This design comes from an exercise in tuning for small area and a short achievable clock period on the open sky130 flow, not from production work.
RTL that was checked went through simulation tests only; none was proved equivalent to the original.
Power is estimated from default activity; no workload was simulated.

==> inputs of 12-13 <==
## Execution
module Execution(
    input wire clk,
    input wire rst,
    input wire [6:0] opcode,
    input wire [4:0] dstin,
    input wire [31:0] src1,
    input wire [31:0] src2,
    input wire [9:0] offsetlo,
    output reg [31:0] result,
    output wire [6:0] memOp,
    output reg [9:0] MemAddr,
    input wire enable,
    output wire Nop21
    );
==> flow/config.mk <==
export PLATFORM = sky130hd
export DESIGN_NAME = Execution
export DESIGN_NICKNAME = Execution
export VERILOG_FILES = /design/flow/design.v
export SDC_FILE = /design/flow/constraint.sdc
export NUM_CORES = 4
export LEC_CHECK = 0
export CAP_MARGIN = 20
export CORE_MARGIN = 2
export CORE_UTILIZATION = 60
export CTS_BUF_LIST = sky130_fd_sc_hd__clkbuf_4 sky130_fd_sc_hd__clkbuf_8
export CTS_CLUSTER_DIAMETER = 100
export CTS_CLUSTER_SIZE = 30
export SETUP_SLACK_MARGIN = 4.5
export SLEW_MARGIN = 20
==> flow/constraint.sdc <==
create_clock -name core_clock -period 9.0 [get_ports {clk}]
set_input_delay 1.8000 -clock core_clock [delete_from_list [all_inputs] [get_ports {clk}]]
set_output_delay 1.8000 -clock core_clock [all_outputs]
set_load 0.01 [all_outputs]
standard.sh (not shown) runs the stock make flow with config.mk's settings and CLKGATE_MAP_FILE= SYNTH_SCRIPT=/design/flow/synth_recipe.tcl, a recipe that flattens the netlist after the stock synthesis.
==> flow/flow/run.sh <==
#!/bin/bash
# The standard layout with two changes:
#  - plain buffers (buf_1) on the ports instead of the delay cells that
#    buffer_ports picks by default (timing repair resizes them);
#  - after the standard synthesis, the gates driving Nop21 are rewritten as a
#    two-level gate by nop21.py (same function; registers untouched).
set -euo pipefail
export BUFFER_PORTS_ARGS="-buffer_cell sky130_fd_sc_hd__buf_1"
R="$PWD/orfs/results/${FLOW_PLATFORM}/Execution/base"
bash standard.sh synth > standard_synth.log 2>&1
python3 flow/nop21.py "$R/1_2_yosys.v" > nop21.log 2>&1
rm -f "$R/1_synth.odb" "$R/1_synth.sdc"
bash standard.sh > standard_flow.log 2>&1
==> flow/flow/nop21.py <==
#!/usr/bin/env python3
"""Rewrite the logic that drives Nop21 in the synthesized netlist as a
two-level gate: Nop21 = ~doneMult & (opcode == 7'h02).

ABC shares the opcode decoder between Nop21 and the rest of the design and
builds a four-level chain for it, because it does not know that Nop21 is an
input-to-output path with both port delays on it. The old driver is left
unconnected; floorplan's eliminate_dead_logic removes what only it used.
Registers are not touched. Usage: nop21.py NETLIST (edited in place)."""
import re, sys

path = sys.argv[1]
src = open(path).read()

cell_re = re.compile(r'(\n  (sky130_fd_sc_hd__\w+)\s+(\S+)\s*\((.*?)\);)', re.S)
out_pins = {'X', 'Y', 'Q', 'Q_N', 'SUM', 'COUT', 'HI', 'LO'}

driver = None
done_q = None
for whole, typ, name, body in cell_re.findall(src):
    pins = dict((p, n.strip()) for p, n in re.findall(r'\.(\w+)\(([^()]*)\)', body))
    for p, n in pins.items():
        if p in out_pins and n == 'Nop21':
            driver = whole
    if 'doneMult' in name and 'Q' in pins:
        done_q = pins['Q']
assert driver is not None, 'no driver of Nop21'
assert done_q is not None, 'no doneMult register'
print('old driver:', driver.strip().splitlines()[0])
print('doneMult Q net:', done_q)

new_driver = re.sub(r'\(\s*Nop21\s*\)', '(Nop21_old)', driver)
src = src.replace(driver, new_driver, 1)

cells = f'''
  sky130_fd_sc_hd__nor4_1 nop21_hi (
    .A(opcode[6]),
    .B(opcode[5]),
    .C(opcode[4]),
    .D(opcode[3]),
    .Y(nop21_hi_zero)
  );
  sky130_fd_sc_hd__nor3b_1 nop21_lo (
    .A(opcode[2]),
    .B(opcode[0]),
    .C_N(opcode[1]),
    .Y(nop21_lo_two)
  );
  sky130_fd_sc_hd__and3b_1 nop21_out (
    .A_N({done_q}),
    .B(nop21_hi_zero),
    .C(nop21_lo_two),
    .X(Nop21)
  );
'''
decl = '\n  wire Nop21_old;\n  wire nop21_hi_zero;\n  wire nop21_lo_two;\n'
m = re.search(r'\n\s*output Nop21;', src)
assert m
src = src[:m.end()] + decl + src[m.end():]
i = src.rindex('endmodule')
src = src[:i] + cells.lstrip('\n') + src[i:]
open(path, 'w').write(src)
print('rewritten')
==> inputs of 08-11, as changes to 12-13 <==
--- a/flow/design.v
+++ b/flow/design.v
@@ -17,19 +17,17 @@
     reg [2:0] phase;    
     reg [31:0] ma;      
     reg [23:0] mb;      
     reg [3:0] bone, btwo, neg;   
     reg bprev;          
-    reg [7:0] cs8;      
+    reg [23:0] cs;      
     reg cy;             
     reg [1:0] mop;      
     wire isMul = (opcode == 7'h02);
     assign Nop21 = ~doneMult & isMul;
     assign memOp = {5'b00100, mop};
     wire isLS = (opcode[6:2] == 5'b00100);
-    wire first = (phase == 3'd1);
-    wire [23:0] cs = {ma[31:24] & {8{~first}}, mb[7:0] & {8{~first}}, cs8};
     wire [31:0] pp0, pp1, pp2, pp3;
     wire [32:0] ma0 = {ma, 1'b0};
     genvar k, i;
     generate for (k = 0; k < 4; k = k + 1) begin : g_booth
         wire [31:0] row;
@@ -297,57 +295,48 @@
         assign nneg[k] = b2;
     end endgenerate
     wire sub = opcode[0];
     wire [32:0] alu33 = {src1, 1'b1} + {src2 ^ {32{sub}}, sub};
     wire [31:0] alu = alu33[32:1];
-    wire isAS = (opcode[6:1] == 6'd0);
-    wire isNop = (opcode == 7'h3F);
-    wire isOther = ~isAS & ~isMul & ~isLS & ~isNop;
-    wire mstep = multing & (phase != 3'd5);
-    wire selA = ~rst & isAS;
-    wire selL = ~rst & isLS;
-    wire selM = ~rst & isMul & mstep;
-    wire selO = ~rst & isOther;
-    wire rHold = ~rst & (~enable | isNop | (isMul & (phase == 3'd5)));
-    wire [31:0] rd = ({32{selA}} & alu) | ({32{selL}} & src1) | ({32{selM}} & accr) | {32{selO}};
-    always @(posedge clk) begin
-        if (~rHold) result <= rd;
-    end
     always @(posedge clk) begin
         if (rst) begin
             doneMult <= 1'b0;
             multing <= 1'b0;
             phase <= 3'd0;
-        end else if (enable & isMul) begin
-            if (phase == 3'd0) begin
-                phase <= 3'd1;
-                multing <= 1'b1;
-            end else if (phase == 3'd5) begin
-                doneMult <= 1'b1;
-                multing <= 1'b0;
-                phase <= 3'd0;
-            end else begin
-                phase <= phase + 3'd1;
-            end
-        end
-    end
-    always @(posedge clk) begin
-        if (~multing) begin
-            ma <= src1;
-            mb <= src2[31:8];
+            result <= 32'd0;
         end else if (enable) begin
-            ma[31:24] <= sb[31:24];
-            mb[7:0] <= sb[23:16];
+            case (opcode)
+                7'h00, 7'h01: result <= alu;
+                7'h02: begin
+                    if (phase == 3'd0) begin
+                        result <= 32'd0;
+                        phase <= 3'd1;
+                        multing <= 1'b1;
+                    end else if (phase == 3'd5) begin
+                        doneMult <= 1'b1;
+                        multing <= 1'b0;
+                        phase <= 3'd0;
+                    end else begin
+                        result <= accr;
+                        phase <= phase + 3'd1;
+                    end
+                end
+                7'h10, 7'h11, 7'h12, 7'h13: result <= src1;
+                7'h3F: ;
+                default: result <= 32'hFFFFFFFF;
+            endcase
         end
     end
     always @(posedge clk) begin
         if (enable) begin
             if (~multing) begin
-                cs8 <= 8'd0;
+                ma <= src1;
+                mb <= src2[31:8];
+                cs <= 24'd0;
                 cy <= 1'b0;
             end else begin
-                cs8 <= sb[15:8];
+                cs <= sb[31:8];
                 cy <= fin[8];
             end
             bone <= none;
             btwo <= ntwo;
             neg <= nneg;
==> flow/flow/run.sh (replaced) <==
#!/bin/bash
# The standard layout, with plain buffers (buf_1) on the ports instead of
# the delay cells buffer_ports picks by default. Timing repair resizes them.
set -euo pipefail
export BUFFER_PORTS_ARGS="-buffer_cell sky130_fd_sc_hd__buf_1"
bash standard.sh > standard_flow.log 2>&1
==> flow/config.mk (replaced) <==
export PLATFORM = sky130hd
export DESIGN_NAME = Execution
export DESIGN_NICKNAME = Execution
export VERILOG_FILES = /design/flow/design.v
export SDC_FILE = /design/flow/constraint.sdc
export NUM_CORES = 4
export LEC_CHECK = 0
export CAP_MARGIN = 20
export CORE_MARGIN = 2
export CORE_UTILIZATION = 40
export SETUP_SLACK_MARGIN = 5.0
export SLEW_MARGIN = 20
removed: flow/flow/nop21.py
==> inputs of 09-05, as changes to 12-13 <==
--- a/flow/design.v
+++ b/flow/design.v
@@ -21,11 +21,11 @@
     reg bprev;          
     reg [7:0] cs8;      
     reg cy;             
     reg [1:0] mop;      
     wire isMul = (opcode == 7'h02);
-    assign Nop21 = ~doneMult & isMul;
+    exec_nop u_nop (.opcode(opcode), .done(doneMult), .nop(Nop21));
     assign memOp = {5'b00100, mop};
     wire isLS = (opcode[6:2] == 5'b00100);
     wire first = (phase == 3'd1);
     wire [23:0] cs = {ma[31:24] & {8{~first}}, mb[7:0] & {8{~first}}, cs8};
     wire [31:0] pp0, pp1, pp2, pp3;
@@ -359,5 +359,12 @@
             MemAddr <= offsetlo + {5'd0, dstin};
             mop <= opcode[1:0];
         end
     end
 endmodule
+module exec_nop(
+    input wire [6:0] opcode,
+    input wire done,
+    output wire nop
+    );
+    assign nop = ~done & (opcode == 7'h02);
+endmodule
==> flow/flow/run.sh (replaced) <==
#!/bin/bash
# The standard layout, with plain buffers (buf_1) on the ports instead of
# the delay cells buffer_ports picks by default. Timing repair resizes them.
set -euo pipefail
export BUFFER_PORTS_ARGS="-buffer_cell sky130_fd_sc_hd__buf_1"
bash standard.sh > standard_flow.log 2>&1
--- a/flow/config.mk
+++ b/flow/config.mk
@@ -7,9 +7,8 @@
 export LEC_CHECK = 0
 export CAP_MARGIN = 20
 export CORE_MARGIN = 2
 export CORE_UTILIZATION = 60
 export CTS_BUF_LIST = sky130_fd_sc_hd__clkbuf_4 sky130_fd_sc_hd__clkbuf_8
-export CTS_CLUSTER_DIAMETER = 100
-export CTS_CLUSTER_SIZE = 30
 export SETUP_SLACK_MARGIN = 4.5
 export SLEW_MARGIN = 20
+export SYNTH_HIERARCHICAL = 1
removed: flow/flow/nop21.py
==> inputs of 05-26, as changes to 12-13 <==
--- a/flow/config.mk
+++ b/flow/config.mk
@@ -7,9 +7,7 @@
 export LEC_CHECK = 0
 export CAP_MARGIN = 20
 export CORE_MARGIN = 2
 export CORE_UTILIZATION = 60
 export CTS_BUF_LIST = sky130_fd_sc_hd__clkbuf_4 sky130_fd_sc_hd__clkbuf_8
-export CTS_CLUSTER_DIAMETER = 100
-export CTS_CLUSTER_SIZE = 30
-export SETUP_SLACK_MARGIN = 4.5
+export SETUP_SLACK_MARGIN = 4.8
 export SLEW_MARGIN = 20
==> comparison <==
05-26 produced a clean layout. 09-05 produced a clean layout. 08-11 finished clean. 12-13 finished with timing, DRC and antenna clean. Sequential share of layout area: 08-11 < 05-26 < 09-05 < 12-13. Routed wire length: 08-11 > 09-05 > 05-26 > 12-13. Of 05-26 and 12-13, 05-26 has the higher clock power (gap about 8%, measured against 12-13). In clock-buffer cell count, 08-11 and 05-26 do not differ. Global-route usage, highest first: 09-05, 05-26, 12-13, 08-11.
No functional check of the RTL was part of 09-05.

==> re-timing with driven ports <==
In the flow no input, the clock included, has a driving cell. The finished layouts below were timed again as built, in two steps.
Step 1 sets driving cells, clkbuf_16 on the clock port and buf_2 on the other inputs (assumed; they add their load-dependent delay and slew).
Step 2 moves the port delays by t, midway between the first and last clock arrival at a register: inputs arrive t later, outputs are due t later. That takes back most of the time a late clock gives input paths.
a / b / c = no drivers / after step 1 / after step 2; a / b = the first two.
run | shift t [ns] | slack for setup (ns) | worst register clock-pin slew, ns
12-13 | 0.499 | 4.616 / 4.595 / 4.274 | 0.09 / 0.09
08-11 | 0.481 | 4.522 / 4.478 / 4.163 | 0.07 / 0.07
09-05 | 0.494 | 4.594 / 4.617 / 4.122 | 0.09 / 0.09
05-26 | 0.490 | 4.757 / 4.718 / 4.421 | 0.08 / 0.08
After both steps every run listed still meets setup and hold. For 09-05, which loses most, drivers alone change the setup slack by +0.023 ns; drivers and shift together by -0.472 ns.
